Background: an optimization exercise with open tools, aiming at small area, a short achievable clock period and few clock cycles per item. Do not read the settings as production practice. The RTL was checked by simulation tests, not by an equivalence proof against the original design. No run shown here takes its clock network from TritonCTS; it comes from the design's own scripts or RTL. The flow treats the clock pin as an ideal source. Dropping or thinning the clock tree relies on that and would not hold on a real chip. Power and IR drop assume default switching activity.

==> flow/design.v <==
`timescale 1ns / 1ps
module Encoder(clk, reset, start, p_text, m_key, done, c_text);
    input clk, reset, start;
    input wire [63:0] p_text;
    input wire [79:0] m_key;
    output reg done;
    output wire [63:0] c_text;
    reg [63:0] t;
    reg [79:0] k;
    reg [4:0]  cnt;
    reg        busy;
    reg [1:0]  busy_k;
    reg [5:0]  idle_r;
    genvar i;
    wire [79:0] w = {k[66:0], k[79:67]};
    wire [3:0] ks;
    SBox uk (.x(w[3:0]), .y(ks));
    wire [4:0] rcx;
    generate for (i = 0; i < 5; i = i + 1) begin : rc
        C_xor2 u (.A(cnt[i]), .B(w[59+i]), .X(rcx[i]));
    end endgenerate
    wire [79:0] g = {w[79:64], rcx, w[58:4], ks};
    wire [79:0] kd;
    generate for (i = 0; i < 80; i = i + 1) begin : km
        wire n0, n1;
        C_nand2 u0 (.A(g[i]), .B(busy_k[i%2]), .Y(n0));
        C_nand2 u1 (.A(m_key[i]), .B(idle_r[i%2]), .Y(n1));
        C_nand2 u2 (.A(n0), .B(n1), .Y(kd[i]));
    end endgenerate
    wire [63:0] pn, y;
    generate for (i = 0; i < 64; i = i + 1) begin : yk
        C_nand2 u0 (.A(p_text[i]), .B(idle_r[2+i%2]), .Y(pn[i]));
        C_xnor2 u1 (.A(kd[i]), .B(pn[i]), .Y(y[i]));
    end endgenerate
    wire [63:0] b;
    generate for (i = 0; i < 16; i = i + 1) begin : sb
        SBoxG u (.x(t[4*i+3:4*i]), .enn(idle_r[4+i%2]), .y(b[4*i+3:4*i]));
    end endgenerate
    wire [63:0] c, d;
    generate for (i = 0; i < 4; i = i + 1) begin : sh
        assign c[16*i+15:16*i] = {b[16*i+7:16*i+4], b[16*i+3:16*i],
                                  b[16*i+15:16*i+12], b[16*i+11:16*i+8]};
    end endgenerate
    assign d[15:0]  = {c[14:0],  c[15]};
    assign d[31:16] = {c[27:16], c[31:28]};
    assign d[47:32] = {c[40:32], c[47:41]};
    assign d[63:48] = {c[54:48], c[63:55]};
    wire [63:0] tn;
    wire [15:0] e2, e1, a3, a0;
    generate for (i = 0; i < 16; i = i + 1) begin : mx
        C_xor2 x0 (.A(d[32+i]), .B(d[i]),    .X(e2[i]));
        C_xor2 x1 (.A(d[48+i]), .B(d[16+i]), .X(e1[i]));
        C_xor2 x2 (.A(d[48+i]), .B(y[48+i]), .X(a3[i]));
        C_xor2 x3 (.A(d[i]),    .B(y[i]),    .X(a0[i]));
        C_xor2 x4 (.A(a3[i]),   .B(e2[i]),   .X(tn[48+i]));
        C_xor2 x5 (.A(e2[i]),   .B(y[32+i]), .X(tn[32+i]));
        C_xor2 x6 (.A(e1[i]),   .B(y[16+i]), .X(tn[16+i]));
        C_xor2 x7 (.A(a0[i]),   .B(e1[i]),   .X(tn[i]));
    end endgenerate
    assign c_text = t;
    integer j;
    always @(posedge clk) begin
        t <= tn;
        k <= kd;
        cnt <= busy ? cnt + 5'd1 : 5'd0;
        for (j = 0; j < 2; j = j + 1)
            busy_k[j] <= !reset && (busy_k[j] ? cnt != 5'd24 : start);
        for (j = 0; j < 6; j = j + 1)
            idle_r[j] <= reset || (idle_r[j] ? !start : cnt == 5'd24);
        if (reset) begin
            busy <= 1'b0;
            done <= 1'b0;
        end else if (!busy) begin
            done <= 1'b0;
            busy <= start;
        end else if (cnt == 5'd24) begin
            busy <= 1'b0;
            done <= 1'b1;
        end
    end
endmodule
module SBoxN(x, yn);
    input [3:0] x;
    output [3:0] yn;
    wire n03, a03, n01, a13, e03, x12, qn, f11, f20, f31, f30;
    C_nor2   g0 (.A(x[0]), .B(x[3]), .Y(n03));
    C_nand2  g1 (.A(x[0]), .B(x[3]), .Y(a03));
    C_nor2   g2 (.A(x[0]), .B(x[1]), .Y(n01));
    C_nand2  g3 (.A(x[1]), .B(x[3]), .Y(a13));
    C_xnor2  g4 (.A(x[0]), .B(x[3]), .Y(e03));
    C_xor2   g5 (.A(x[1]), .B(x[2]), .X(x12));
    C_nand2b g6 (.A_N(x[0]), .B(x[3]), .Y(qn));
    C_xor2   g7 (.A(x[1]), .B(n03), .X(f11));
    C_xor2   g8 (.A(x[1]), .B(a03), .X(f20));
    C_xnor2  g9 (.A(x[3]), .B(n01), .Y(f31));
    C_xor2   g10 (.A(x[0]), .B(a13), .X(f30));
    C_xor2   g11 (.A(x12), .B(qn), .X(yn[0]));
    C_mux2i  g12 (.A0(e03), .A1(f11), .S(x[2]), .Y(yn[1]));
    C_mux2i  g13 (.A0(f20), .A1(e03), .S(x[2]), .Y(yn[2]));
    C_mux2i  g14 (.A0(f30), .A1(f31), .S(x[2]), .Y(yn[3]));
endmodule
module SBoxG(x, enn, y);
    input [3:0] x;
    input enn;
    output [3:0] y;
    wire [3:0] yn;
    SBoxN s (.x(x), .yn(yn));
    C_nor2 g0 (.A(yn[0]), .B(enn), .Y(y[0]));
    C_nor2 g1 (.A(yn[1]), .B(enn), .Y(y[1]));
    C_nor2 g2 (.A(yn[2]), .B(enn), .Y(y[2]));
    C_nor2 g3 (.A(yn[3]), .B(enn), .Y(y[3]));
endmodule
module SBox(x, y);
    input [3:0] x;
    output [3:0] y;
    wire [3:0] yn;
    SBoxN s (.x(x), .yn(yn));
    C_inv g0 (.A(yn[0]), .Y(y[0]));
    C_inv g1 (.A(yn[1]), .Y(y[1]));
    C_inv g2 (.A(yn[2]), .Y(y[2]));
    C_inv g3 (.A(yn[3]), .Y(y[3]));
endmodule
module C_inv(A, Y);
    input A;
    output Y;
    assign Y = (~A);
endmodule
module C_mux2i(A0, A1, S, Y);
    input A0, A1, S;
    output Y;
    assign Y = (~A0&~S) | (~A1&S);
endmodule
module C_nand2(A, B, Y);
    input A, B;
    output Y;
    assign Y = (~A) | (~B);
endmodule
module C_nand2b(A_N, B, Y);
    input A_N, B;
    output Y;
    assign Y = (A_N) | (~B);
endmodule
module C_nor2(A, B, Y);
    input A, B;
    output Y;
    assign Y = (~A&~B);
endmodule
module C_xnor2(A, B, Y);
    input A, B;
    output Y;
    assign Y = (~A&~B) | (A&B);
endmodule
module C_xor2(A, B, X);
    input A, B;
    output X;
    assign X = (A&~B) | (~A&B);
endmodule
==> flow/flow/run.sh <==
#!/bin/bash
# The standard layout, with plain buf_1 cells as the port buffers and a
# hand-built two-level clock tree (flow/clock_tree.tcl) in place of TritonCTS.
set -uo pipefail
export BUFFER_PORTS_ARGS="-buffer_cell sky130_fd_sc_hd__buf_1"
export PRE_CTS_TCL="$PWD/flow/clock_tree.tcl"
bash standard.sh > standard_flow.log 2>&1
==> flow/flow/clock_tree.tcl <==
# Sourced by ORFS's cts.tcl (PRE_CTS_TCL) after the placed design is loaded:
# builds a two-level clock tree (clock port -> 2 clkbuf_16 -> 8 clkbuf_16 ->
# flip-flops, each last-level buffer serving the flip-flops of one region),
# and replaces TritonCTS for this run.
source [file join [file dirname [info script]] clock_tree_lib.tcl]
manual_clock_tree2 1 2 2 4 sky130_fd_sc_hd__clkbuf_16 sky130_fd_sc_hd__clkbuf_16
set_propagated_clock [all_clocks]
rename clock_tree_synthesis tritoncts_not_used
proc clock_tree_synthesis { args } {
  puts "clock_tree_synthesis skipped: the clock tree was built by flow/clock_tree.tcl"
}
==> flow/flow/clock_tree_lib.tcl <==
# Two-level clock tree: the clock port drives n1 buffers; each drives
# buffers that each drive the flip-flops of one region.
proc mt_split { items nx ny } {
  # items: list of {obj x y}; returns nx*ny groups split by x then by y
  set sx [lsort -integer -index 1 $items]
  set n [llength $sx]
  set groups {}
  for {set i 0} {$i < $nx} {incr i} {
    set col [lrange $sx [expr {$i * $n / $nx}] [expr {($i + 1) * $n / $nx - 1}]]
    set col [lsort -integer -index 2 $col]
    set m [llength $col]
    for {set j 0} {$j < $ny} {incr j} {
      lappend groups [lrange $col [expr {$j * $m / $ny}] [expr {($j + 1) * $m / $ny - 1}]]
    }
  }
  return $groups
}
proc mt_centroid { g } {
  set sx 0; set sy 0
  foreach s $g { set sx [expr {$sx + [lindex $s 1]}]; set sy [expr {$sy + [lindex $s 2]}] }
  return [list [expr {$sx / [llength $g]}] [expr {$sy / [llength $g]}]]
}
proc mt_buffer { name master x y innet outname } {
  set block [ord::get_db_block]
  set inst [odb::dbInst_create $block $master $name]
  $inst setLocation $x $y
  $inst setPlacementStatus PLACED
  set net [odb::dbNet_create $block $outname]
  $net setSigType CLOCK
  [$inst findITerm A] connect $innet
  [$inst findITerm X] connect $net
  return [list $inst $net]
}
proc manual_clock_tree2 { n1x n1y n2x n2y cell1 cell2 } {
  set block [ord::get_db_block]
  set db [ord::get_db]
  set clkNet [$block findNet clk]
  set m1 [$db findMaster $cell1]
  set m2 [$db findMaster $cell2]
  set sinks {}
  foreach it [$clkNet getITerms] {
    set loc [[$it getInst] getLocation]
    lappend sinks [list $it [lindex $loc 0] [lindex $loc 1]]
  }
  # level 2 groups
  set l2 {}
  set k 0
  foreach g [mt_split $sinks $n2x $n2y] {
    lassign [mt_centroid $g] cx cy
    lappend l2 [list $g $cx $cy $k]
    incr k
  }
  # level 1 groups of level 2 buffers
  set k1 0
  foreach g1 [mt_split $l2 $n1x $n1y] {
    lassign [mt_centroid $g1] cx cy
    lassign [mt_buffer "clkbuf_l1_$k1" $m1 $cx $cy $clkNet "clknet_l1_$k1"] i1 n1
    foreach e $g1 {
      lassign $e g x y k2
      lassign [mt_buffer "clkbuf_l2_$k2" $m2 $x $y $n1 "clknet_l2_$k2"] i2 n2
      foreach s $g {
        set it [lindex $s 0]
        $it disconnect
        $it connect $n2
      }
    }
    incr k1
  }
}
==> flow/standard.sh <==
#!/bin/bash
# synth_recipe.tcl (not shown) runs the flow's synth.tcl, then flattens the netlist and writes it again
# the make line also repeats each setting of config.mk as NAME=value (left out here)
make -C /OpenROAD-flow-scripts/flow DESIGN_CONFIG=/design/flow/config.mk WORK_HOME=/design/flow/orfs CLKGATE_MAP_FILE= SYNTH_SCRIPT=/design/flow/synth_recipe.tcl "${@:-finish}"
==> flow/config.mk <==
export PLATFORM = sky130hd
export DESIGN_NAME = Encoder
export DESIGN_NICKNAME = Encoder
export VERILOG_FILES = /design/flow/design.v
export SDC_FILE = /design/flow/constraint.sdc
export NUM_CORES = 4
export LEC_CHECK = 0
export CAP_MARGIN = 20
export CORE_MARGIN = 2
export CORE_UTILIZATION = 40
export SETUP_SLACK_MARGIN = 2.05
export SLEW_MARGIN = 20
export SYNTH_HIERARCHICAL = 1
==> flow/constraint.sdc <==
create_clock -name core_clock -period 3.5 [get_ports {clk}]
set_input_delay 0.7000 -clock core_clock [delete_from_list [all_inputs] [get_ports {clk}]]
set_output_delay 0.7000 -clock core_clock [all_outputs]
set_load 0.01 [all_outputs]
==> results_dict.tcl, run 1 <==
set metrics [dict create \
    status "finished clean" \
    synthXorXnorAreaFrac_pct 32.7 \
    yosysMostFrequentCell "nand2_1" \
    synthFlopType "dfxtp_1" \
    yosysTopAreaCellShare_pct 37.5 \
    yosysTopAreaCell "dfxtp_1" \
    p_int_w 0.00732 \
    reg2reg_depth 8 \
    synth_mux_area_share_pct 6.25 \
    p_sw_w 0.00550 \
    clkPwrFrac_pct 8.7 \
    place_ws_ns 1.57 \
    hold_viol 0 \
    drt_iter0_drc 529 \
    p_per_area_nw_per_um2 982 \
    power.leakage_nw 5.96 \
    ys_warn_count 7 \
    fin_cells 1649 \
    seq_area_um2 3470 \
    avgRoutedWirePerCell_um 19.4 \
    synth-seq-area-share_pct 37.5 \
    setup_viol 0 \
    grt_max_degree 35 \
    cp_data_required_time_ns 3.75 \
    synth_area_per_cell_um2 8.31 \
    finalSetupTns_ns 0 \
    track_usage_pct 26.8 \
    synth_simple_gate_area_share_pct 21.9 \
    first_global_vias 7963 \
    start_util_pct 40.5 \
    p_total_w 0.0128 \
    r2r-end "t[3]" \
    synthTopCellsByArea "dfxtp_1 37%, xor2_1 23%, nand2_1 15%" \
    fmax_mhz 606 \
    tightest_slew_ns 0.553 \
    p_comb_share_pct 63.3 \
    reg2reg_slack_ns 1.85 \
    multi_input_area_um2 6260 \
    drt-vias-per-instance 4.88 \
    io_buffers 211 \
    antennaDiodeCount 0 \
    rsz0062_at_grt "yes" \
    synth-seq-cells 159 \
    swShare_pct 42.9 \
    synthAdderAreaFrac_pct 0.295 \
    ir_drop_v 0.000379 \
    syn_area_um2 8490 \
    die-area_um2 22400 \
    arrival_ns 1.90 \
    ios 212 \
    dpl.cell_count 1510 \
    drc 0 \
    dr_total_vias 8053 \
    globalplace.congestion 0.821 \
    detail-route-antenna-nets 0 \
    crit_path_start "t[11]" \
    startpoint_type "flip-flop" \
    die_y_um 150 \
    antenna_found_initial 0 \
    reg2reg_from "t[11]" \
    drtPass1Iterations 5 \
    min_from "k[53]" \
    p_seq_share_pct 28.0 \
    drive_gt1_share_pct 33.3 \
    maxCapViolations 0 \
    cp-end-kind "flip-flop" \
    area_growth_pct 53.8 \
    final.fill_count 1722 \
    dp_hpwl_mm 19.6 \
    hp-class "reg -> reg" \
    hold_slack_ns 0.430 \
    setup_slack_ns 1.85 \
    grt_first_pass_wirelength_mm 45.5 \
    endpoint "t[3]" \
    synth_top_family_by_area "XOR/XNOR gates" \
    crit_fanout 4 \
    syn-instance-count 1022 \
    overflow 0 \
    synth_compound_area_share_pct 0.914 \
    worstSetupPathType "reg -> reg" \
    coreArea_um2 21000 \
    yosysUniqueCellTypes 18 \
    fin_skew_ns 0.00892 \
    synth_commonest_cells "340 x nand2_1, 219 x xor2_1, 159 x dfxtp_1" \
    routed_wl_mm 32.0 \
    clk_latency_ns 0.32 \
    finalNetCount 1525 \
    rows 53 \
    async_flop_share_pct 0 \
    fin_crit_sh_pct 47.1 \
    period_needed_ns 1.65 \
    report.final.slew_viol_count 0 \
    synth_fp_nets 1171 \
    die_x_um 150 \
    synth_edf_count 0 \
    max_slew_margin_pct 63.1 \
    cts.clk_slew.worst_paths_ns 0.09 \
]
Yosys stat by module, one instance, submodules excluded, a selection:
| module | times used | flip-flops and latches | cells | area (µm²) |
|---|---|---|---|---|
| C_mux2i | 51 | 0 | 1 | 10.0 |
| C_xnor2 | 98 | 0 | 1 | 8.76 |
| C_nand2b | 17 | 0 | 1 | 6.26 |
| C_nor2 | 98 | 0 | 1 | 3.75 |
| C_inv | 4 | 0 | 1 | 3.75 |
| C_xor2 | 218 | 0 | 1 | 8.76 |
| C_nand2 | 338 | 0 | 1 | 3.75 |
| Encoder | 1 | 159 | 198 | 3450 |
worst max-delay path, stage by stage, from the launching register on:
cell,delay [ns]
dfxtp_4,0.37
buf_6,0.14
nand2_4,0.06
xor2_1,0.17
mux2i_1,0.11
nor2_2,0.23
buf_4,0.17
xor2_2,0.16
xor2_1,0.16
how the worst min path moves through the flow:
stage / end / depth (start not counted)
after floorplan: k[67] / 2
after global placement: k[71] / 2
after CTS: k[66] / 2
after global routing: k[73] / 2
after detailed placement: k[66] / 2
final: k[66] / 2
power groups by stage:
stage          Combinational, W  Sequential, W  Clock, W
6_report                0.00812        0.00359   0.00111
5_1_grt                 0.00861        0.00366   0.00120
4_1_cts                 0.00710        0.00345   0.00113
3_5_place_dp            0.00471        0.00339         0
3_3_place_gp            0.00465        0.00338         0
2_1_floorplan           0.00334        0.00336         0
layout by cell type, fill, tap and decap left out, drive strengths merged:
cell / count
a211oi: 3
and2: 2
and4b: 1
buf: 342
bufbuf: 1
clkbuf: 10
dfxtp: 159
ha: 2
inv: 7
mux2i: 53
nand2: 340
nand2b: 25
nand3: 2
nand4b: 1
nor2: 101
nor2b: 1
o211a: 1
o211ai: 6
xnor2: 98
xor2: 219
metal layers:
layer	up-vias	global-route usage, %	part of all wire, %	wire length, µm
li1	3831	-	-	-
met1	3841	34.2	40	12900
met2	317	47.4	50	15900
met3	64	4.24	7.2	2290
met4	0	6.37	3.1	979
met5	-	0	0	0
cell type report:
cell class	count	area share, %
inverters	7	0.201
multi-input cells	855	48.0
well taps	275	2.64
plain buffers	10	1.92
flip-flops and latches	159	26.6
repair buffers	343	20.7
what timing repair did:
action | 4_1_cts | 5_1_grt
pin swaps | 94 | 126
hold buffers | 0 | 0
cloned | 1 | 0
resized for setup | 436 | 115
setup endpoints to repair | 137 | 130
endpoints found under the hold margin | 0 | 0
buffers inserted | 109 | 19
cell families after synthesis:
| family | count (synthesis) |
|---|---|
| AOI/OAI and AO/OA | 10 |
| xor gates and xnor gates | 317 |
| adders and majority gates | 2 |
| buffers and inverters | 8 |
| DFF | 159 |
| muxes | 53 |
| and+or+nand+nor | 473 |
registers in the layout, summed over array words and instances (netlist names):
name,cells
done,1
busy_k,2
busy,1
t,64
k,80
cnt,5
idle_r,6
per-stage QoR:
step                instance area [µm²]  util, %
floorplan                          8500        -
global placement                   9650     46.1
detailed placement                 9650     46.1
CTS                               12400     59.0
global route                      13100     62.3
finish                            13100     62.3
Testbench counts, summed over its fixed seeds: cycles 13,312, items 512.
==> run 2, diff against run 1 <==
--- a/flow/config.mk
+++ b/flow/config.mk
@@ -9,5 +9,5 @@
 export CORE_MARGIN = 2
 export CORE_UTILIZATION = 40
-export SETUP_SLACK_MARGIN = 2.05
+export SETUP_SLACK_MARGIN = 1.75
 export SLEW_MARGIN = 20
 export SYNTH_HIERARCHICAL = 1
==> run 2 against run 1 <==
  * Largest cell class unchanged
  * Worst hold slack got worse by 0.00093 ns
  * Clock skew barely moved
  * Final cell count is 7.3% lower
  * Combinational power down 39%
  * Still clean
  * Maximum frequency fell by 5.6%
  * Clock power about the same
  * Via count is 11% lower
  * Largest power group unchanged
  * Critical path depth shrank 7
  * Highest routed layer unchanged
==> results_dict.tcl, run 2 <==
set metrics [dict create \
    die-area_um2 22400 \
    drt_iter0_drc 401 \
    final.fill_count 2127 \
    yosysTopAreaCellShare_pct 37.5 \
    dp_hpwl_mm 19.7 \
    detail-route-antenna-nets 0 \
    yosysTopAreaCell "dfxtp_1" \
    globalplace.congestion 0.825 \
    grt_first_pass_wirelength_mm 37.7 \
    cpMaxStageDelayCell "dfxtp_1" \
    cp_data_required_time_ns 2.80 \
    synth-seq-cells 159 \
    p_per_area_nw_per_um2 922 \
    place_ws_ns 1.38 \
    ios 212 \
    antennaDiodeCount 0 \
    die_y_um 150 \
    drt-vias-per-instance 4.67 \
    synth-seq-area-share_pct 37.5 \
    hp-class "reg -> reg" \
    track_usage_pct 21.8 \
    slowest_delay_ns 0.50 \
    grt_max_degree 43 \
    area_growth_pct 20.6 \
    setup_viol 0 \
    ys_warn_count 7 \
    synth_fp_nets 1171 \
    synthFlopType "dfxtp_1" \
    avgRoutedWirePerCell_um 16.5 \
    finalSetupTns_ns 0 \
    reg.largest.list "k: 80 flops, t: 64 flops, idle_r: 6 flops" \
    routed_wl_mm 25.3 \
    setup_slack_ns 1.75 \
    rsz0062_at_grt "yes" \
    cts.clk_slew.worst_paths_ns 0.09 \
    syn-instance-count 1022 \
    synth_area_per_cell_um2 8.31 \
    synth_edf_count 0 \
    synth_commonest_cells "340 x nand2_1, 219 x xor2_1, 159 x dfxtp_1" \
    critical_path_buf_inv_count 1 \
    fin_crit_sh_pct 49.9 \
    cp-end-kind "output pin" \
    final_cell_mix "338 x nand2_1, 211 x buf_1, 202 x xor2_1, 117 x dfxtp_1, 97 x xnor2_1" \
    yosysMostFrequentCell "nand2_1" \
    clk_latency_ns 0.31 \
    crit_fanout 5 \
    drive_gt1_share_pct 7.89 \
    coreArea_um2 21000 \
    rows 53 \
    antenna_found_initial 0 \
    async_flop_share_pct 0 \
    worstSetupPathType "reg -> out" \
    drtPass1Iterations 5 \
    layout_commonest_cell "nand2_1" \
    dr_total_vias 7141 \
    fmax_mhz 572 \
    maxCapViolations 0 \
    overflow 0 \
    synthTopCellsByArea "dfxtp_1 37%, xor2_1 23%, nand2_1 15%" \
    fin_skew_ns 0.00930 \
    report.final.slew_viol_count 0 \
    largest-register "k" \
    period_needed_ns 1.75 \
    crit_family "flip-flops" \
    worstPathCellList "buf_1" \
    arrival_ns 1.05 \
    first_global_vias 6849 \
    die_x_um 150 \
    start_util_pct 40.5 \
    tightest_slew_ns 0.501 \
    finalNetCount 1405 \
    reg2reg_slack_ns 1.80 \
    syn_area_um2 8490 \
    max_slew_margin_pct 66.6 \
    drc 0 \
    hold_viol 0 \
    startpoint_type "flip-flop" \
    status "finished clean" \
    power.leakage_nw 4.69 \
    yosysUniqueCellTypes 18 \
    ir_drop_v 0.000295 \
    io_buffers 211 \
    largest_register_ffs 80 \
]
==> run 2: cell counts after synthesis <==
No cell type changed its count.
==> run 2: per-module statistics from Yosys (local to each module, per instance), a selection <==
module    flip-flops and latches  cells inside  area [µm²]  copies in the design
C_mux2i                        0             1        10.0                    51
C_inv                          0             1        3.75                     4
C_nand2b                       0             1        6.26                    17
C_nor2                         0             1        3.75                    98
Encoder                      159           198        3450                     1
C_nand2                        0             1        3.75                   338
C_xor2                         0             1        8.76                   218
==> run 2: timing repair <==
action                                  CTS  global route
setup buffers                             0             1
pin swaps                                 1             5
resized for setup                        14            71
hold buffers                              0             0
endpoints found under the setup margin   57            81
cloned                                    0             0
==> run 2: final cells by class <==
class	count	area, µm²	area share, %
Tap cell	275	344	3.36
Multi-Input combinational cell	855	5480	53.5
Inverter	7	26.3	0.257
Sequential cell	159	3250	31.7
Buffer	10	250	2.44
Timing Repair Buffer	223	898	8.77
==> run 2: worst paths after layout <==
path	end	cells after the start	from
min	k[66]	2	k[53]
min reg2reg	k[66]	2	k[53]
max	c_text[6]	1	t[6]
max reg2reg	t[3]	5	idle_r[3]
==> run 2: metal layers <==
| metal | routed length (µm) | track usage (%) | share of wire [%] |
|---|---|---|---|
| met1 | 11400 | 30.0 | 45 |
| met2 | 11800 | 37.0 | 47 |
| met3 | 1510 | 2.44 | 6.0 |
| met4 | 602 | 4.25 | 2.4 |
| met5 | 0 | 0 | 0 |
==> run 2: report_power, final <==
group	switching, W	internal, W	total (W)	leakage [nW]
combinational	0.00279	0.00219	0.00499	3.22
sequential	0.000933	0.00244	0.00337	1.34
clock	0.000575	0.000514	0.00109	0.123
total	0.00430	0.00515	0.00945	4.69
==> run 2: cell families (layout without fill, tap and decap cells) <==
| group | Yosys count | in the layout | share of synthesized area [%] |
|---|---|---|---|
| AOI/OAI and AO/OA | 10 | 10 | 0.914 |
| xor gates and xnor gates | 317 | 317 | 32.7 |
| adders and majority gates | 2 | 2 | 0.295 |
| buffers and inverters | 8 | 240 | 0.398 |
| DFF | 159 | 159 | 37.5 |
| muxes | 53 | 53 | 6.25 |
| and+or+nand+nor | 473 | 473 | 21.9 |
==> run 2: per-stage QoR <==
stage                     util (%)  cell area [µm²]  hold slack (ns)  power (W)  std cells
after global routing          48.9            10200            0.443     0.0101       1529
after CTS                     47.8            10000            0.431    0.00925       1528
after global placement        46.4             9710            0.413    0.00802       1518
after detailed placement      46.4             9710            0.410    0.00812       1518
final                         48.9            10200            0.429    0.00945       1529
after floorplan                  -             8490            0.403    0.00670       1022
==> run 3, diff against run 2 <==
--- a/flow/config.mk
+++ b/flow/config.mk
@@ -9,5 +9,5 @@
 export CORE_MARGIN = 2
 export CORE_UTILIZATION = 40
-export SETUP_SLACK_MARGIN = 1.75
+export SETUP_SLACK_MARGIN = 1.8
 export SLEW_MARGIN = 20
 export SYNTH_HIERARCHICAL = 1
==> run 3 against run 2 <==
  * Largest power group unchanged
  * Clock power about the same
  * Cell area is 0.84% higher
  * Sequential share of layout area is 0.098 points higher
  * Worst hold slack better by 0.0015 ns
  * Utilization up 0.41 points
==> results_dict.tcl, run 3 <==
set metrics [dict create \
    status "finished clean" \
    ys_warn_count 7 \
    dp_hpwl_mm 19.7 \
    grt_max_degree 43 \
    clk_latency_ns 0.31 \
    synth_area_per_cell_um2 8.31 \
    drt_iter0_drc 358 \
    die-area_um2 22400 \
    fin_crit_sh_pct 47.6 \
    syn_area_um2 8490 \
    hold_buffers 0 \
    largest-register "k" \
    tightest_slew_ns 0.452 \
    start_util_pct 40.5 \
    die_y_um 150 \
    antenna_found_initial 0 \
    avgRoutedWirePerCell_um 16.6 \
    crit_fanout 7 \
    slowest_delay_ns 0.46 \
    largest_register_ffs 80 \
    final_area_um2 10300 \
    arrival_ns 1.90 \
    p_seq_share_pct 36.0 \
    synthFlopType "dfxtp_1" \
    power.leakage_nw 4.73 \
    finalSetupTns_ns 0 \
    track_usage_pct 21.8 \
    yosysMostFrequentCell "nand2_1" \
    busiest_layer "met2" \
    setup_viol 0 \
    yosysUniqueCellTypes 18 \
    synth_commonest_cells "340 x nand2_1, 219 x xor2_1, 159 x dfxtp_1" \
    synth-seq-area-share_pct 37.5 \
    dpl.cell_count 1518 \
    ir_drop_v 0.000289 \
    synth_edf_count 0 \
    period_needed_ns 1.67 \
    crit_family "XOR/XNOR gates" \
    synthTopCellsByArea "dfxtp_1 37%, xor2_1 23%, nand2_1 15%" \
    overflow 0 \
    maxCapViolations 0 \
    fmax_mhz 600 \
    p_sw_w 0.00430 \
    met3_usage_pct 2.68 \
    dr_total_vias 7152 \
    routed_wl_mm 25.4 \
    synth-seq-cells 159 \
    grt_use_met2_pct 37.1 \
    drc 0 \
    cp_data_required_time_ns 3.74 \
    die_x_um 150 \
    startpoint_type "flip-flop" \
    hp-class "reg -> reg" \
    antennaDiodeCount 0 \
    first_global_vias 6866 \
    detail-route-antenna-nets 0 \
    cpMaxStageDelayCell "dfxtp_1" \
    report.final.slew_viol_count 0 \
    final_cell_mix "337 x nand2_1, 209 x buf_1, 202 x xor2_1, 95 x xnor2_1, 89 x dfxtp_1" \
    worstSetupPathType "reg -> reg" \
    critical_path_buf_inv_count 0 \
    max_slew_margin_pct 69.9 \
    drive_gt1_share_pct 10.7 \
    rsz0062_at_grt "yes" \
    reg.largest.list "k: 80 flops, t: 64 flops, idle_r: 6 flops" \
    layout_commonest_cell "nand2_1" \
    drtPass1Iterations 5 \
    coreArea_um2 21000 \
    ios 212 \
    fin_skew_ns 0.00988 \
    globalplace.congestion 0.825 \
    clkPwrFrac_pct 11.4 \
    yosysTopAreaCellShare_pct 37.5 \
    p_int_w 0.00521 \
    async_flop_share_pct 0 \
    rows 53 \
    p_comb_share_pct 52.7 \
    place_area_um2 9710 \
    swShare_pct 45.2 \
    cts.clk_slew.worst_paths_ns 0.08 \
    grt_first_pass_wirelength_mm 37.8 \
    yosysTopAreaCell "dfxtp_1" \
    use_met1_pct 30.0 \
    syn-instance-count 1022 \
    synth_fp_nets 1171 \
    drt-vias-per-instance 4.67 \
    hold_viol 0 \
    cpMostUsedCell "xor2_1" \
    worstPathCellList "nand2_1 -> xor2_1 -> mux2i_1 -> nor2_2 -> xor2_2 -> xor2_1" \
    p_per_area_nw_per_um2 920 \
    finalNetCount 1408 \
    io_buffers 211 \
    cp-end-kind "flip-flop" \
    fin_cells 1532 \
    area_growth_pct 21.7 \
]
## run 3: cell types whose count changed in the layout (fill, tap and decap cells not counted), sizes merged
cell,change
clkbuf,+2
buf,+1
## run 3: layout make-up
type                       count  area, µm²
inverter                       7       26.3
multi-input combinational    855       5480
tap                          275        344
buffer                        10        250
timing repair buffer         226        943
fill                        2129      10600
sequential                   159       3290
## run 3: final timing paths
| check | depth (start not counted) | startpoint | end | slack [ns] |
|---|---|---|---|---|
| setup / recovery | 6 | t[59] | t[12] | 1.83 |
| hold / removal | 2 | k[53] | k[66] | 0.43 |
| setup reg to reg | 6 | t[59] | t[12] | 1.83 |
| hold reg to reg | 2 | k[53] | k[66] | 0.43 |
## run 3: kinds of logic after synthesis
family / count (synthesis) / share of synthesized area (%)
buffers and inverters: 8 / 0.398
and+or+nand+nor: 473 / 21.9
AOI/OAI and AO/OA: 10 / 0.914
muxes: 53 / 6.25
DFF: 159 / 37.5
xor gates and xnor gates: 317 / 32.7
adders and majority gates: 2 / 0.295
## run 3: Yosys stat by module (local to each module, per instance), a selection
module    flip-flops and latches  area, µm²  cells inside
C_inv                          0       3.75             1
C_nand2                        0       3.75             1
C_mux2i                        0       10.0             1
C_nand2b                       0       6.26             1
C_xnor2                        0       8.76             1
C_nor2                         0       3.75             1
C_xor2                         0       8.76             1
Encoder                      159       3450           198
## run 3: worst min-delay path, stage by stage, from the launching register on
cell and delay, ns:
dfxtp_1 0.31, nand2_1 0.05, nand2_1 0.05
## run 3: power groups by stage
| stage | clock, W | combinational, W | sequential [W] |
|---|---|---|---|
| final | 0.00108 | 0.00501 | 0.00342 |
| after global routing | 0.00118 | 0.00553 | 0.00352 |
| after CTS | 0.00111 | 0.00488 | 0.00337 |
| after detailed placement | 0 | 0.00476 | 0.00335 |
| after global placement | 0 | 0.00467 | 0.00335 |
| after floorplan | 0 | 0.00334 | 0.00336 |
## run 3: per-layer routing
| metal | routed length (µm) | vias to the layer above | share of wire (%) |
|---|---|---|---|
| met1 | 11300 | 3300 | 44 |
| met3 | 1590 | 38 | 6.3 |
| met4 | 576 | 0 | 2.3 |
| met5 | 0 | - | 0 |
| li1 | - | 3623 | - |
| met2 | 12000 | 191 | 47 |
## run 3: timing repair
action / in CTS / in global routing
buffers inserted: 1 / 3
resized for setup: 58 / 61
setup endpoints to repair: 95 / 68
pin swaps: 3 / 6
## run 3: per-stage QoR
step	utilization, %	power [W]	hold slack (ns)	setup WS (ns)
finish	49.3	0.00951	0.431	1.83
global route	49.3	0.0102	0.444	1.74
CTS	48.2	0.00936	0.431	1.80
detailed placement	46.4	0.00812	0.410	1.38
global placement	46.4	0.00802	0.413	1.43
floorplan	-	0.00670	0.403	1.86
==> run 4, diff against run 3 <==
==> flow/flow/clock_tree.tcl (replaced) <==
# Sourced by ORFS's cts.tcl (PRE_CTS_TCL) after the placed design is loaded:
# builds a two-level clock tree (clock port -> 4 clkbuf_16 -> 8 clkbuf_16 ->
# flip-flops, each last-level buffer serving the flip-flops of one region),
# and replaces TritonCTS for this run.
source [file join [file dirname [info script]] clock_tree_lib.tcl]
manual_clock_tree2 2 2 2 4 sky130_fd_sc_hd__clkbuf_16 sky130_fd_sc_hd__clkbuf_16
set_propagated_clock [all_clocks]
rename clock_tree_synthesis tritoncts_not_used
proc clock_tree_synthesis { args } {
  puts "clock_tree_synthesis skipped: the clock tree was built by flow/clock_tree.tcl"
}
==> run 4 against run 3 <==
  * Still clean
  * Sequential share of layout area decreased by 0.44 points
  * Via count hardly changed
  * Power up 1.5%
  * Sequential cell count stayed put
  * Worst hold slack worse by 0.0017 ns
  * Cell area increased by 0.81%
  * Synthesized cell count is the same
  * Wire length is 0.22% higher
  * Sequential power hardly changed
  * Critical endpoint is now c_text[33]
  * Highest routed layer unchanged
==> results_dict.tcl, run 4 <==
set metrics [dict create \
    overflow 0 \
    largest-register "k" \
    io_buffers 211 \
    globalplace.congestion 0.825 \
    ys_warn_count 7 \
    period_needed_ns 1.66 \
    dp_hpwl_mm 19.7 \
    yosysTopAreaCellShare_pct 37.5 \
    grt_first_pass_wirelength_mm 37.7 \
    slowest_delay_ns 0.47 \
    synth_simple_gate_area_share_pct 21.9 \
    synth_edf_count 0 \
    synth_mux_area_share_pct 6.25 \
    coreArea_um2 21000 \
    power.leakage_nw 4.75 \
    async_flop_share_pct 0 \
    synth_compound_area_share_pct 0.914 \
    final_area_um2 10400 \
    layout_commonest_cell "nand2_1" \
    synth_top_family_by_area "XOR/XNOR gates" \
    synth_commonest_cells "340 x nand2_1, 219 x xor2_1, 159 x dfxtp_1" \
    crit_fanout 6 \
    grt_max_degree 43 \
    startpoint_type "flip-flop" \
    ir_drop_v 0.000293 \
    cpMaxStageDelayCell "dfxtp_1" \
    die_x_um 150 \
    arrival_ns 0.96 \
    syn-instance-count 1022 \
    synthAdderAreaFrac_pct 0.295 \
    fin_crit_sh_pct 47.5 \
    track_usage_pct 21.8 \
    synthFlopType "dfxtp_1" \
    setup_viol 0 \
    drtPass1Iterations 5 \
    avgRoutedWirePerCell_um 16.6 \
    place_ws_ns 1.38 \
    die-area_um2 22400 \
    synth_area_per_cell_um2 8.31 \
    place_area_um2 9710 \
    ios 212 \
    drive_gt1_share_pct 10.3 \
    largest_register_ffs 80 \
    worstSetupPathType "reg -> out" \
    syn_area_um2 8490 \
    final.fill_count 2119 \
    hold_buffers 0 \
    tightest_slew_ns 0.462 \
    max_slew_margin_pct 69.2 \
    synthTopCellsByArea "dfxtp_1 37%, xor2_1 23%, nand2_1 15%" \
    report.final.slew_viol_count 0 \
    hold_viol 0 \
    maxCapViolations 0 \
    rows 53 \
    worstPathCellList "buf_1" \
    critical_path_buf_inv_count 1 \
    synth-seq-cells 159 \
    routed_wl_mm 25.4 \
    finalNetCount 1411 \
    status "finished clean" \
    synth-seq-area-share_pct 37.5 \
    final_cell_mix "337 x nand2_1, 211 x buf_1, 197 x xor2_1, 104 x dfxtp_1, 95 x xnor2_1" \
    detail-route-antenna-nets 0 \
    cp_data_required_time_ns 2.80 \
    yosysUniqueCellTypes 18 \
    start_util_pct 40.5 \
    area_growth_pct 22.7 \
    rsz0062_at_grt "yes" \
    yosysTopAreaCell "dfxtp_1" \
    crit_family "flip-flops" \
    cp-end-kind "output pin" \
    synth_fp_nets 1171 \
    hp-class "reg -> reg" \
    synthXorXnorAreaFrac_pct 32.7 \
    fin_skew_ns 0.0152 \
    p_per_area_nw_per_um2 927 \
    clk_latency_ns 0.28 \
    yosysMostFrequentCell "nand2_1" \
    drt_iter0_drc 368 \
    antenna_found_initial 0 \
    die_y_um 150 \
    fmax_mhz 602 \
    antennaDiodeCount 0 \
    reg.largest.list "k: 80 flops, t: 64 flops, idle_r: 6 flops" \
    drc 0 \
    finalSetupTns_ns 0 \
    drt-vias-per-instance 4.66 \
    dr_total_vias 7158 \
    cts.clk_slew.worst_paths_ns 0.08 \
    first_global_vias 6864 \
    setup_slack_ns 1.84 \
]
==> run 4: cell count changes in the layout (fill, tap and decap cells not counted), sizes merged <==
| cell | before | now |
|---|---|---|
| buf | 224 | 227 |
==> run 4: through the flow <==
| stage | total power (W) | util [%] | cells | hold WS [ns] |
|---|---|---|---|---|
| 2_1_floorplan | 0.00670 | - | 1022 | 0.403 |
| 3_3_place_gp | 0.00802 | 46.4 | 1518 | 0.413 |
| 3_5_place_dp | 0.00812 | 46.4 | 1518 | 0.410 |
| 4_1_cts | 0.00940 | 48.3 | 1531 | 0.431 |
| 5_1_grt | 0.0104 | 49.7 | 1535 | 0.443 |
| 6_report | 0.00965 | 49.7 | 1535 | 0.429 |
==> run 4: worst reg2reg max path, stage by stage (launching register included) <==
cell     delay (ns)
dfxtp_4        0.39
nand2_2        0.06
xor2_1         0.16
mux2i_1        0.15
inv_1          0.08
nand2_2        0.09
nand2_4        0.07
xnor2_4        0.21
xor2_1         0.20
xor2_1         0.18
==> run 4: worst paths after layout <==
| path | endpoint | cells after the start | slack, ns | start |
|---|---|---|---|---|
| min reg2reg | k[66] | 2 | 0.43 | k[53] |
| min | k[66] | 2 | 0.43 | k[53] |
| max reg2reg | t[3] | 9 | 1.85 | k[70] |
| max | c_text[33] | 1 | 1.84 | t[33] |
==> run 4: power by group <==
group	switching, W	internal, W
Clock	0.000561	0.000613
Combinational	0.00283	0.00224
Sequential	0.000942	0.00246
Total	0.00434	0.00532
==> run 4: cell type report <==
| cell class | count | area, µm² | area share, % |
|---|---|---|---|
| multi-input cells | 855 | 5540 | 53.2 |
| flip-flops and latches | 159 | 3270 | 31.4 |
| repair buffers | 227 | 936 | 8.99 |
| well taps | 275 | 344 | 3.30 |
| plain buffers | 12 | 300 | 2.88 |
| inverters | 7 | 26.3 | 0.252 |
==> run 4: modules after synthesis, one instance, submodules excluded, excerpt <==
| module | flops+latches | cells | times used | area (µm²) |
|---|---|---|---|---|
| Encoder | 159 | 198 | 1 | 3450 |
| C_nand2b | 0 | 1 | 17 | 6.26 |
| C_mux2i | 0 | 1 | 51 | 10.0 |
| C_xnor2 | 0 | 1 | 98 | 8.76 |
| C_nand2 | 0 | 1 | 338 | 3.75 |
| C_xor2 | 0 | 1 | 218 | 8.76 |
| C_inv | 0 | 1 | 4 | 3.75 |
| C_nor2 | 0 | 1 | 98 | 3.75 |
==> run 4: logic make-up (layout without fill, tap and decap cells) <==
kind of cell,Yosys count,in the layout
simple gates,473,473
fa+ha+maj,2,2
mux,53,53
xor+xnor,317,317
flops,159,159
compound gates,10,10
buf+inv,8,246
==> run 4: per-layer routing <==
layer	up-vias	track usage, %	wire (µm)
met3	35	2.38	1360
met1	3298	29.9	11500
met2	200	37.3	12000
met5	-	0	0
li1	3625	-	-
met4	0	4.34	558
==> run 4: timing repair <==
| action | 4_1_cts | 5_1_grt |
|---|---|---|
| setup buffers | 1 | 4 |
| hold endpoints to repair | 0 | 0 |
| gates resized for setup | 33 | 81 |
| pin swaps | 3 | 6 |
| setup endpoints to repair | 70 | 81 |
==> run 5, diff against run 4 <==
--- a/flow/config.mk
+++ b/flow/config.mk
@@ -9,4 +9,5 @@
 export CORE_MARGIN = 2
 export CORE_UTILIZATION = 40
+export PLACE_DENSITY = 0.75
 export SETUP_SLACK_MARGIN = 1.8
 export SLEW_MARGIN = 20
==> run 5 against run 4 <==
  * Sequential power about the same
  * Utilization increased by 0.13 points
  * Final cell count increased by 0.39%
  * First-iteration DRC count increased by 52%
  * Still clean on timing, DRC and antenna
  * Via count increased by 4.1%
==> results_dict.tcl, run 5 <==
set metrics [dict create \
    status "finished clean" \
    syn-instance-count 1022 \
    arrival_ns 1.91 \
    fin_crit_sh_pct 48.5 \
    period_needed_ns 1.70 \
    io_buffers 211 \
    synth-seq-area-share_pct 37.5 \
    dp_hpwl_mm 20.7 \
    yosysUniqueCellTypes 18 \
    setup_viol 0 \
    ios 212 \
    final.fill_count 2003 \
    max_slew_margin_pct 73.4 \
    p_sw_w 0.00443 \
    synthTopCellsByArea "dfxtp_1 37%, xor2_1 23%, nand2_1 15%" \
    drt-vias-per-instance 4.84 \
    yosysMostFrequentCell "nand2_1" \
    synth_top_family_by_area "XOR/XNOR gates" \
    cp-end-kind "flip-flop" \
    hold_buffers 0 \
    p_int_w 0.00532 \
    startpoint_type "flip-flop" \
    clkPwrFrac_pct 12.3 \
    hold_depth 2 \
    p_comb_share_pct 52.6 \
    finalNetCount 1417 \
    synthAdderAreaFrac_pct 0.295 \
    track_usage_pct 23.1 \
    first_global_vias 7530 \
    yosysTopAreaCellShare_pct 37.5 \
    synthFlopType "dfxtp_1" \
    syn_area_um2 8490 \
    met3_usage_pct 3.23 \
    ir_drop_v 0.000352 \
    rsz0062_at_grt "yes" \
    cp_data_required_time_ns 3.71 \
    start_util_pct 40.5 \
    synth_area_per_cell_um2 8.31 \
    synth_commonest_cells "340 x nand2_1, 219 x xor2_1, 159 x dfxtp_1" \
    die_y_um 150 \
    fmax_mhz 589 \
    synthXorXnorAreaFrac_pct 32.7 \
    seq_area_um2 3290 \
    synth_edf_count 0 \
    overflow 0 \
    final_cell_mix "337 x nand2_1, 210 x buf_1, 199 x xor2_1, 94 x xnor2_1, 94 x dfxtp_1" \
    synth_simple_gate_area_share_pct 21.9 \
    grt_use_met2_pct 40.6 \
    synth_compound_area_share_pct 0.914 \
    antenna_found_initial 1 \
    async_flop_share_pct 0 \
    grt_first_pass_wirelength_mm 40.4 \
    crit_fanout 19 \
    coreArea_um2 21000 \
    dr_total_vias 7453 \
    swShare_pct 45.4 \
    crit_path_start "idle_r[3]" \
    hp-class "reg -> reg" \
    drive_gt1_share_pct 11.6 \
    reg.largest.list "k: 80 flops, t: 64 flops, idle_r: 6 flops" \
    min_from "k[63]" \
    synth-seq-cells 159 \
    p_total_w 0.00975 \
    die_x_um 150 \
    ys_warn_count 7 \
    clk_latency_ns 0.29 \
    finalSetupTns_ns 0 \
    p_seq_share_pct 35.2 \
    maxCapViolations 0 \
    power.leakage_nw 4.78 \
    cts.clk_slew.worst_paths_ns 0.09 \
    drt_iter0_drc 558 \
    synth_mux_area_share_pct 6.25 \
    detail-route-antenna-nets 0 \
    reg2reg_depth 5 \
    report.final.slew_viol_count 0 \
    area_growth_pct 23.0 \
    antennaDiodeCount 0 \
    reg2reg_from "idle_r[3]" \
    rows 53 \
    yosysTopAreaCell "dfxtp_1" \
    die-area_um2 22400 \
    largest_register_ffs 80 \
    globalplace.congestion 0.875 \
    hold_viol 0 \
    multi_input_area_um2 5510 \
    largest-register "k" \
    avgRoutedWirePerCell_um 17.3 \
    synth_fp_nets 1171 \
    grt_max_degree 28 \
    fin_skew_ns 0.0120 \
    drtPass1Iterations 5 \
    use_met1_pct 29.8 \
    drc 0 \
    layout_commonest_cell "nand2_1" \
    worstSetupPathType "reg -> reg" \
    p_per_area_nw_per_um2 934 \
    tightest_slew_ns 0.397 \
    busiest_layer "met2" \
    routed_wl_mm 26.7 \
]
run 5: cell families (layout without fill, tap and decap cells):
kind of cell,count (synthesis),count (layout)
muxes,53,53
buffers and inverters,8,252
DFF,159,159
xor gates and xnor gates,317,317
AOI/OAI and AO/OA,10,10
adders and majority gates,2,2
and+or+nand+nor,473,473
run 5: path summary, 6_finish.rpt:
kind	end	slack, ns
worst max-delay path	t[15]	1.80
worst min-delay path	k[76]	0.43
worst max register to register	t[15]	1.80
worst min register to register	k[76]	0.43
run 5: per-layer routing:
metal / wire length, µm / vias up / part of all wire (%)
met4: 701 / 2 / 2.6
met3: 1840 / 41 / 6.9
met5: 13 / - / 0.049
met1: 11200 / 3527 / 42
li1: - / 3641 / -
met2: 12900 / 242 / 48
run 5: per-stage QoR:
step	worst slack [ns]	hold slack [ns]	std cells	instance area [µm²]	util (%)
CTS	1.78	0.428	1536	10200	48.6
detailed placement	1.42	0.411	1522	9730	46.4
global placement	1.50	0.406	1522	9730	46.4
floorplan	1.86	0.403	1022	8490	-
finish	1.80	0.428	1541	10400	49.8
global route	1.73	0.456	1541	10400	49.8
run 5: final cells by class:
type,count,area share (%)
plain buffers,12,2.88
inverters,7,0.252
multi-input cells,855,52.8
flip-flops and latches,159,31.5
well taps,275,3.30
repair buffers,233,9.25
run 5: Yosys stat by module, one instance, submodules excluded, excerpt:
module	flops+latches	copies in the design	area (µm²)	cells
C_nor2	0	98	3.75	1
C_mux2i	0	51	10.0	1
C_inv	0	4	3.75	1
Encoder	159	1	3450	198
C_xor2	0	218	8.76	1
C_nand2	0	338	3.75	1
C_nand2b	0	17	6.26	1
C_xnor2	0	98	8.76	1
run 5: critical path, cell delays in order (launching register included):
cell and delay [ns]:
dfxtp_4 0.49, buf_4 0.31, nand2_1 0.11, xnor2_1 0.33, xor2_1 0.22, xor2_1 0.16
run 5: what timing repair did:
item                                    4_1_cts  5_1_grt
endpoints found under the setup margin       74      103
gates resized for setup                      45       80
cloned                                        0        0
hold endpoints to repair                      0        0
pin swaps                                     3       10
buffers inserted                              2        5
run 5: power by group through the flow:
stage	logic, W	clock network, W	registers, W
5_1_grt	0.00561	0.00127	0.00352
6_report	0.00513	0.00120	0.00343
2_1_floorplan	0.00334	0	0.00336
3_5_place_dp	0.00475	0	0.00336
4_1_cts	0.00490	0.00120	0.00334
3_3_place_gp	0.00462	0	0.00332
==> run 6, diff against run 5 <==
--- a/flow/config.mk
+++ b/flow/config.mk
@@ -8,6 +8,5 @@
 export CAP_MARGIN = 20
 export CORE_MARGIN = 2
-export CORE_UTILIZATION = 40
-export PLACE_DENSITY = 0.75
+export CORE_UTILIZATION = 50
 export SETUP_SLACK_MARGIN = 1.8
 export SLEW_MARGIN = 20
==> run 6 against run 5 <==
  * Cell area shrank 1.4%
  * Setup slack lost 0.076 ns
  * First-iteration DRC count shrank 24%
  * Still clean
  * Final cell count shrank 4.0%
  * Critical path type unchanged
  * Worst hold slack gained 0.0022 ns
  * Critical endpoint is now t[3]
  * Combinational power shrank 4.9%
  * Clock power is essentially flat
==> results_dict.tcl, run 6 <==
set metrics [dict create \
    status "finished clean" \
    hold_viol 0 \
    drt_iter0_drc 423 \
    synth_compound_area_share_pct 0.914 \
    start_util_pct 51.2 \
    p_seq_share_pct 36.2 \
    routed_wl_mm 24.7 \
    finalNetCount 1411 \
    dp_hpwl_mm 18.8 \
    cp-end-kind "flip-flop" \
    drt-vias-per-instance 4.81 \
    worstPathCellList "nand2_2 -> xor2_1 -> mux2i_1 -> inv_1 -> nand2_2 -> nand2_2 -> xnor2_2 -> xor2_1 -> xor2_1" \
    p_per_area_nw_per_um2 922 \
    largest-register "k" \
    cpMaxStageDelayCell "dfxtp_4" \
    synthXorXnorAreaFrac_pct 32.7 \
    multi_input_area_um2 5460 \
    yosysTopAreaCell "dfxtp_1" \
    drive_gt1_share_pct 9.68 \
    crit_path_start "k[68]" \
    area_growth_pct 21.3 \
    synth_commonest_cells "340 x nand2_1, 219 x xor2_1, 159 x dfxtp_1" \
    path_depth 9 \
    globalplace.congestion 0.842 \
    p_int_w 0.00526 \
    detail-route-antenna-nets 0 \
    synth_edf_count 0 \
    synthFlopType "dfxtp_1" \
    reg.largest.list "k: 80 flops, t: 64 flops, idle_r: 6 flops" \
    hp-class "reg -> reg" \
    die_y_um 134 \
    drtPass1Iterations 5 \
    synth_mux_area_share_pct 6.25 \
    crit_fanout 4 \
    die-area_um2 18000 \
    first_global_vias 6891 \
    startpoint_type "flip-flop" \
    coreArea_um2 16600 \
    setup_viol 0 \
    swShare_pct 44.6 \
    syn-instance-count 1022 \
    cts.clk_slew.worst_paths_ns 0.08 \
    reg2reg_depth 9 \
    ir_drop_v 0.000389 \
    min_from "k[52]" \
    slowest_delay_ns 0.40 \
    syn_area_um2 8490 \
    final_cell_mix "335 x nand2_1, 211 x buf_1, 207 x xor2_1, 101 x dfxtp_1, 93 x xnor2_1" \
    rows 47 \
    async_flop_share_pct 0 \
    maxCapViolations 0 \
    seq_area_um2 3270 \
    dr_total_vias 7120 \
    max_slew_margin_pct 62.0 \
    finalSetupTns_ns 0 \
    power.leakage_nw 4.76 \
    p_total_w 0.00949 \
    grt_first_pass_wirelength_mm 36.9 \
    cp_data_required_time_ns 3.70 \
    report.final.slew_viol_count 0 \
    grt_max_degree 40 \
    arrival_ns 1.97 \
    drc 0 \
    overflow 0 \
    track_usage_pct 26.1 \
    layout_commonest_cell "nand2_1" \
    critical_path_buf_inv_count 1 \
    synth_simple_gate_area_share_pct 21.9 \
    hold_depth 2 \
    synth_fp_nets 1171 \
    ys_warn_count 7 \
    synth-seq-area-share_pct 37.5 \
    period_needed_ns 1.77 \
    antennaDiodeCount 0 \
    synthTopCellsByArea "dfxtp_1 37%, xor2_1 23%, nand2_1 15%" \
    synth_top_family_by_area "XOR/XNOR gates" \
    p_comb_share_pct 51.5 \
    synth_area_per_cell_um2 8.31 \
    rsz0062_at_grt "yes" \
    yosysUniqueCellTypes 18 \
    fin_crit_sh_pct 50.7 \
    tightest_slew_ns 0.570 \
    hold_slack_ns 0.430 \
    yosysMostFrequentCell "nand2_1" \
    final_area_um2 10300 \
    place_area_um2 9660 \
    p_sw_w 0.00423 \
    avgRoutedWirePerCell_um 16.7 \
    synth-seq-cells 159 \
    io_buffers 211 \
    ios 212 \
    final.fill_count 1567 \
    reg2reg_from "k[68]" \
    die_x_um 134 \
    fin_skew_ns 0.0116 \
    largest_register_ffs 80 \
    worstSetupPathType "reg -> reg" \
    reg2reg_slack_ns 1.73 \
    clk_latency_ns 0.28 \
    clkPwrFrac_pct 12.3 \
    synthAdderAreaFrac_pct 0.295 \
    crit_family "XOR/XNOR gates" \
    fmax_mhz 564 \
    antenna_found_initial 0 \
    yosysTopAreaCellShare_pct 37.5 \
]
[run 6: cell types whose count changed in the layout (fill, tap and decap cells not counted), moves of 5 or more]
cell / change
xor2_1: +8
dfxtp_4: -5
nor2_1: +6
nor2_2: -6
dfxtp_1: +7
buf_4: -9
xor2_2: -8
[run 6: power by group through the flow]
| stage | combinational (W) | sequential [W] | clock [W] |
|---|---|---|---|
| 2_1_floorplan | 0.00334 | 0.00336 | 0 |
| 3_3_place_gp | 0.00467 | 0.00337 | 0 |
| 3_5_place_dp | 0.00470 | 0.00338 | 0 |
| 4_1_cts | 0.00476 | 0.00336 | 0.00118 |
| 5_1_grt | 0.00539 | 0.00354 | 0.00125 |
| 6_report | 0.00488 | 0.00344 | 0.00117 |
[run 6: stage by stage]
stage	worst slack [ns]	instances	util, %
after global placement	1.39	1465	58.2
after CTS	1.79	1477	60.5
after detailed placement	1.37	1465	58.2
final	1.73	1480	62.1
after floorplan	1.86	1022	-
after global routing	1.67	1480	62.1
[run 6: kinds of logic after synthesis]
logic type | Yosys count
adders and majority gates | 2
muxes | 53
AOI/OAI and AO/OA | 10
xor gates and xnor gates | 317
buffers and inverters | 8
DFF | 159
and+or+nand+nor | 473
[run 6: worst min-delay path, stage by stage, from the launching register on]
cell	delay [ns]
dfxtp_1	0.31
nand2_1	0.04
nand2_1	0.05
[run 6: path summary, 6_finish.rpt]
kind                 to
setup / recovery   t[3]
setup reg to reg   t[3]
hold / removal    k[65]
hold reg to reg   k[65]
[run 6: per-layer routing]
metal  vias up  GRT usage [%]  part of all wire, %
met5         -              0                    0
met4         0           3.86                  1.5
met2       214           43.7                   46
li1       3625              -                    -
met1      3259           37.9                   47
met3        22           1.70                  4.8
[run 6: area by class of cell]
| cell class | count | share of cell area (%) |
|---|---|---|
| sequential | 159 | 31.7 |
| buffer | 12 | 2.92 |
| timing repair buffer | 227 | 9.35 |
| multi-input combinational | 855 | 53.1 |
| inverter | 7 | 0.255 |
| tap | 220 | 2.67 |
[run 6: repair_timing]
action | CTS | global route
buffers inserted | 0 | 2
pin swaps | 2 | 13
cloned | 0 | 1
gates resized for setup | 25 | 81
hold buffers | 0 | 0
setup endpoints to repair | 68 | 86
[run 6: modules after synthesis, one instance, submodules excluded, excerpt]
module / cells inside / times used / area [µm²] / flip-flops and latches
C_nor2: 1 / 98 / 3.75 / 0
C_xor2: 1 / 218 / 8.76 / 0
C_mux2i: 1 / 51 / 10.0 / 0
C_nand2b: 1 / 17 / 6.26 / 0
Encoder: 198 / 1 / 3450 / 159
C_nand2: 1 / 338 / 3.75 / 0
C_xnor2: 1 / 98 / 8.76 / 0
C_inv: 1 / 4 / 3.75 / 0
==> run 7, diff against run 6 <==
--- a/flow/design.v
+++ b/flow/design.v
@@ -14,6 +14,6 @@
     genvar i;
     wire [79:0] w = {k[66:0], k[79:67]};
-    wire [3:0] ks;
-    SBox uk (.x(w[3:0]), .y(ks));
+    reg  [3:0] ks;
+    wire [3:0] ksd;
     wire [4:0] rcx;
     generate for (i = 0; i < 5; i = i + 1) begin : rc
@@ -22,4 +22,5 @@
     wire [79:0] g = {w[79:64], rcx, w[58:4], ks};
     wire [79:0] kd;
+    SBox uk (.x(kd[70:67]), .y(ksd));
     generate for (i = 0; i < 80; i = i + 1) begin : km
         wire n0, n1;
@@ -63,4 +64,5 @@
         t <= tn;
         k <= kd;
+        ks <= ksd;
         cnt <= busy ? cnt + 5'd1 : 5'd0;
         for (j = 0; j < 2; j = j + 1)
--- a/flow/config.mk
+++ b/flow/config.mk
@@ -8,5 +8,5 @@
 export CAP_MARGIN = 20
 export CORE_MARGIN = 2
-export CORE_UTILIZATION = 50
+export CORE_UTILIZATION = 40
 export SETUP_SLACK_MARGIN = 1.8
 export SLEW_MARGIN = 20
==> run 7 against run 6 <==
  * Maximum frequency rose by 5.4%
  * Critical path type is now reg -> out
  * Synthesized cell count is the same
  * Register-to-register slack better by 0.12 ns
  * Via count is 0.41% higher
  * Largest cell class unchanged
  * Final cell count grew 3.6%
  * Global-route usage down 4.1 points
  * Utilization is 13 points lower
  * Worst hold slack got worse by 0.0063 ns
==> results_dict.tcl, run 7 <==
set metrics [dict create \
    status "finished clean" \
    dr_total_vias 7149 \
    rows 53 \
    die-area_um2 22400 \
    io_buffers 211 \
    antennaDiodeCount 0 \
    grt_first_pass_wirelength_mm 37.9 \
    yosysUniqueCellTypes 18 \
    synthFlopType "dfxtp_1" \
    globalplace.congestion 0.892 \
    dp_hpwl_mm 19.9 \
    rsz0062_at_grt "yes" \
    reg2reg_from "t[4]" \
    overflow 0 \
    start_util_pct 40.5 \
    hold_depth 2 \
    finalNetCount 1410 \
    final.fill_count 2104 \
    synthTopCellsByArea "dfxtp_1 37%, xor2_1 23%, nand2_1 15%" \
    setup_slack_ns 1.82 \
    grt_max_degree 43 \
    crit_family "flip-flops" \
    critical_path_buf_inv_count 1 \
    finalSetupTns_ns 0 \
    crit_fanout 5 \
    hp-class "reg -> reg" \
    syn_area_um2 8490 \
    max_slew_margin_pct 71.1 \
    drt_iter0_drc 371 \
    ios 212 \
    yosysTopAreaCellShare_pct 37.5 \
    avgRoutedWirePerCell_um 17.2 \
    cp_data_required_time_ns 2.80 \
    die_x_um 150 \
    final_cell_mix "340 x nand2_1, 210 x buf_1, 203 x xor2_1, 107 x dfxtp_1, 98 x xnor2_1" \
    hold_buffers 0 \
    synth-seq-cells 159 \
    drt-vias-per-instance 4.66 \
    startpoint_type "flip-flop" \
    synth_area_per_cell_um2 8.31 \
    period_needed_ns 1.68 \
    antenna_found_initial 0 \
    cp-end-kind "output pin" \
    place_ws_ns 1.60 \
    reg2reg_depth 6 \
    fin_skew_ns 0.00935 \
    cts.clk_slew.worst_paths_ns 0.08 \
    fin_crit_sh_pct 48.1 \
    synth_fp_nets 1171 \
    clk_latency_ns 0.28 \
    maxCapViolations 0 \
    largest-register "k" \
    slowest_delay_ns 0.48 \
    async_flop_share_pct 0 \
    reg.largest.list "k: 76 flops, t: 64 flops, idle_r: 6 flops" \
    setup_viol 0 \
    hold_slack_ns 0.424 \
    synth_commonest_cells "340 x nand2_1, 219 x xor2_1, 159 x dfxtp_1" \
    power.leakage_nw 4.74 \
    tightest_slew_ns 0.422 \
    detail-route-antenna-nets 0 \
    reg2reg_slack_ns 1.85 \
    min_from "k[62]" \
    layout_commonest_cell "nand2_1" \
    worstHoldEndpoint "k[75]" \
    yosysTopAreaCell "dfxtp_1" \
    hold_viol 0 \
    die_y_um 150 \
    drtPass1Iterations 5 \
    yosysMostFrequentCell "nand2_1" \
    p_per_area_nw_per_um2 927 \
    cpMaxStageDelayCell "dfxtp_1" \
    synth_edf_count 0 \
    largest_register_ffs 76 \
    coreArea_um2 21000 \
    synth-seq-area-share_pct 37.5 \
    r2r-end "t[62]" \
    ys_warn_count 7 \
    report.final.slew_viol_count 0 \
    area_growth_pct 21.8 \
    syn-instance-count 1022 \
    worstPathCellList "buf_1" \
    ir_drop_v 0.000298 \
    drive_gt1_share_pct 9.21 \
    first_global_vias 6894 \
    drc 0 \
    arrival_ns 0.98 \
    routed_wl_mm 26.4 \
    track_usage_pct 22.1 \
    worstSetupPathType "reg -> out" \
    fmax_mhz 594 \
]
## run 7: cell families (layout without fill, tap and decap cells)
group                      count (synthesis)  count (layout)  share of synthesized area (%)
and+or+nand+nor                          473             473                           21.9
xor gates and xnor gates                 317             317                           32.7
DFF                                      159             159                           37.5
muxes                                     53              53                           6.25
AOI/OAI and AO/OA                         10              10                          0.914
buffers and inverters                      8             245                          0.398
adders and majority gates                  2               2                          0.295
## run 7: metrics by stage
stage | cell area [µm²] | util (%) | instances | power [W]
after floorplan | 8490 | - | 1022 | 0.00671
after CTS | 10100 | 48.1 | 1527 | 0.00936
after detailed placement | 9680 | 46.2 | 1515 | 0.00809
final | 10300 | 49.4 | 1534 | 0.00959
after global routing | 10300 | 49.4 | 1534 | 0.0103
after global placement | 9680 | 46.2 | 1515 | 0.00799
## run 7: worst max path at each step
stage	startpoint	depth (start not counted)	end	slack (ns)
after floorplan	idle_r[2]	4	t[0]	1.98
after global placement	busy_k[0]	5	t[62]	1.64
after detailed placement	busy_k[0]	6	ks[2]	1.60
after CTS	t[60]	6	t[31]	1.80
after global routing	t[4]	6	t[62]	1.77
final	t[62]	1	c_text[62]	1.82
## run 7: modules after synthesis, one instance, submodules excluded, a selection
module,area (µm²),cells inside,flops+latches
Encoder,3450,198,159
C_mux2i,10.0,1,0
C_nand2,3.75,1,0
C_nor2,3.75,1,0
C_nand2b,6.26,1,0
C_xor2,8.76,1,0
C_inv,3.75,1,0
C_xnor2,8.76,1,0
## run 7: area by class of cell
cell class | count | area [µm²] | area share [%]
buffer | 12 | 300 | 2.90
inverter | 7 | 26.3 | 0.254
multi-input combinational | 855 | 5440 | 52.6
sequential | 159 | 3260 | 31.5
tap | 275 | 344 | 3.33
timing repair buffer | 226 | 971 | 9.39
## run 7: what timing repair did
item | in CTS | in global routing
setup endpoints to repair | 66 | 89
pin swaps | 1 | 6
buffers inserted | 0 | 7
resized for setup | 31 | 61
## run 7: where the power goes
part	leakage [nW]	total, W	internal [W]	switching, W
logic	3.25	0.00501	0.00221	0.00280
registers	1.34	0.00340	0.00247	0.000936
clock network	0.148	0.00118	0.000613	0.000562
## run 7: routing by layer
layer  up-vias  wire [µm]  global-route usage, %
li1       3623          -                      -
met1      3260      12200                   30.9
met2       226      11800                   35.6
met3        40       1680                   2.96
met4         0        779                   6.13
met5         -          0                      0
Testbench counts of run 7, summed over its fixed seeds: cycles 13,312, items 512.
==> run 8, diff against run 7 <==
--- a/flow/config.mk
+++ b/flow/config.mk
@@ -9,5 +9,5 @@
 export CORE_MARGIN = 2
 export CORE_UTILIZATION = 40
-export SETUP_SLACK_MARGIN = 1.8
+export SETUP_SLACK_MARGIN = 1.85
 export SLEW_MARGIN = 20
 export SYNTH_HIERARCHICAL = 1
==> run 8 against run 7 <==
  * Synthesized cell count unchanged
  * Clock power about the same
  * Still clean
  * Setup slack better by 0.051 ns
  * Critical path depth unchanged
  * Power up 1.1%
  * Sequential share of layout area down 0.064 points
  * Wire length up 0.33%
==> results_dict.tcl, run 8 <==
set metrics [dict create \
    status "finished clean" \
    setup_viol 0 \
    io_buffers 211 \
    critical_path_buf_inv_count 1 \
    arrival_ns 0.93 \
    layout_commonest_cell "nand2_1" \
    p_seq_share_pct 35.4 \
    synth_commonest_cells "340 x nand2_1, 219 x xor2_1, 159 x dfxtp_1" \
    grt_max_degree 43 \
    rows 53 \
    final_cell_mix "340 x nand2_1, 204 x buf_1, 197 x xor2_1, 98 x xnor2_1, 89 x dfxtp_1" \
    finalSetupTns_ns 0 \
    p_sw_w 0.00434 \
    synth_fp_nets 1171 \
    drt-vias-per-instance 4.66 \
    final_area_um2 10400 \
    synthTopCellsByArea "dfxtp_1 37%, xor2_1 23%, nand2_1 15%" \
    p_per_area_nw_per_um2 929 \
    cts.clk_slew.worst_paths_ns 0.09 \
    ys_warn_count 7 \
    yosysUniqueCellTypes 18 \
    antennaDiodeCount 0 \
    place_area_um2 9680 \
    drtPass1Iterations 5 \
    ios 212 \
    hold_buffers 0 \
    crit_fanout 5 \
    ir_drop_v 0.000293 \
    p_total_w 0.00969 \
    max_slew_margin_pct 68.8 \
    worstSetupPathType "reg -> out" \
    cp_data_required_time_ns 2.80 \
    cpMaxStageDelayCell "dfxtp_2" \
    die_y_um 150 \
    largest-register "k" \
    overflow 0 \
    p_comb_share_pct 52.4 \
    detail-route-antenna-nets 0 \
    dp_hpwl_mm 19.9 \
    start_util_pct 40.5 \
    swShare_pct 44.7 \
    maxCapViolations 0 \
    antenna_found_initial 0 \
    avgRoutedWirePerCell_um 17.3 \
    rsz0062_at_grt "yes" \
    place_ws_ns 1.60 \
    routed_wl_mm 26.5 \
    globalplace.congestion 0.892 \
    period_needed_ns 1.63 \
    yosysTopAreaCellShare_pct 37.5 \
    first_global_vias 6901 \
    worstPathCellList "buf_1" \
    drt_iter0_drc 352 \
    synthFlopType "dfxtp_1" \
    startpoint_type "flip-flop" \
    reg.largest.list "k: 76 flops, t: 64 flops, idle_r: 6 flops" \
    clkPwrFrac_pct 12.2 \
    finalNetCount 1410 \
    report.final.slew_viol_count 0 \
    setup_slack_ns 1.87 \
    final.fill_count 2088 \
    cp-end-kind "output pin" \
    area_growth_pct 22.9 \
    grt_first_pass_wirelength_mm 38.1 \
    syn_area_um2 8490 \
    fmax_mhz 613 \
    power.leakage_nw 4.76 \
    tightest_slew_ns 0.468 \
    p_int_w 0.00536 \
    dr_total_vias 7155 \
    synth-seq-area-share_pct 37.5 \
    die-area_um2 22400 \
    yosysMostFrequentCell "nand2_1" \
    seq_area_um2 3280 \
    drive_gt1_share_pct 11.8 \
    fin_crit_sh_pct 46.6 \
    multi_input_area_um2 5500 \
    yosysTopAreaCell "dfxtp_1" \
    fin_skew_ns 0.0111 \
    async_flop_share_pct 0 \
    synth_edf_count 0 \
    slowest_delay_ns 0.45 \
    crit_family "flip-flops" \
    largest_register_ffs 76 \
    drc 0 \
    track_usage_pct 22.1 \
    clk_latency_ns 0.28 \
    hp-class "reg -> reg" \
    syn-instance-count 1022 \
    coreArea_um2 21000 \
    synth_area_per_cell_um2 8.31 \
    hold_viol 0 \
    synth-seq-cells 159 \
    die_x_um 150 \
]
[run 8: area by class of cell]
cell class              instances  area share [%]
plain buffers                  12            2.88
flip-flops and latches        159            31.5
repair buffers                226            9.41
well taps                     275            3.30
multi-input cells             855            52.7
inverters                       7           0.252
[run 8: worst paths after layout]
path	start	end	slack (ns)	cells past startpoint
worst max-delay path	t[2]	c_text[2]	1.87	1
worst min-delay path	k[62]	k[75]	0.42	2
worst max register to register	idle_r[5]	t[21]	1.92	4
worst min register to register	k[62]	k[75]	0.42	2
[run 8: worst register-to-register path: cells and delay by family, from the launching register on]
| family | cells | cell delay [ns] |
|---|---|---|
| AND/OR/NAND/NOR | 1 | 0.09 |
| XOR/XNOR | 2 | 0.50 |
| flip-flops | 1 | 0.63 |
| buffers and inverters | 1 | 0.28 |
[run 8: power by group through the flow]
stage | registers (W) | clock network, W | logic, W
5_1_grt | 0.00354 | 0.00127 | 0.00561
4_1_cts | 0.00341 | 0.00120 | 0.00487
6_report | 0.00343 | 0.00118 | 0.00508
3_5_place_dp | 0.00338 | 0 | 0.00472
2_1_floorplan | 0.00336 | 0 | 0.00335
3_3_place_gp | 0.00336 | 0 | 0.00463
[run 8: cell families after synthesis]
| family | share of synthesized area (%) |
|---|---|
| AOI/OAI and AO/OA | 0.914 |
| xor gates and xnor gates | 32.7 |
| adders and majority gates | 0.295 |
| buffers and inverters | 0.398 |
| DFF | 37.5 |
| muxes | 6.25 |
| and+or+nand+nor | 21.9 |
[run 8: Yosys stat by module (local to each module, per instance), a selection]
module    cells  cell area (µm²)
C_xnor2       1             8.76
C_nand2b      1             6.26
C_nand2       1             3.75
C_inv         1             3.75
C_mux2i       1             10.0
C_xor2        1             8.76
Encoder     198             3450
C_nor2        1             3.75
[run 8: per-stage QoR]
| step | hold WS (ns) | util (%) | std cells |
|---|---|---|---|
| floorplan | 0.403 | - | 1022 |
| global placement | 0.408 | 46.2 | 1515 |
| detailed placement | 0.409 | 46.2 | 1515 |
| CTS | 0.430 | 48.5 | 1529 |
| global route | 0.457 | 49.8 | 1534 |
| finish | 0.425 | 49.8 | 1534 |
[run 8: layer usage]
metal,vias to the layer above,GRT usage [%],share of wire (%)
met4,0,5.75,2.8
met5,-,0,0
met3,40,3.29,7.4
met2,233,36.0,44
met1,3263,30.8,45
li1,3619,-,-
[run 8: what timing repair did]
item                                    in CTS  in global routing
endpoints found under the setup margin     115                 72
pin swaps                                    3                  4
gates resized for setup                     75                 52
setup buffers                                2                  5
gates cloned                                 0                  0
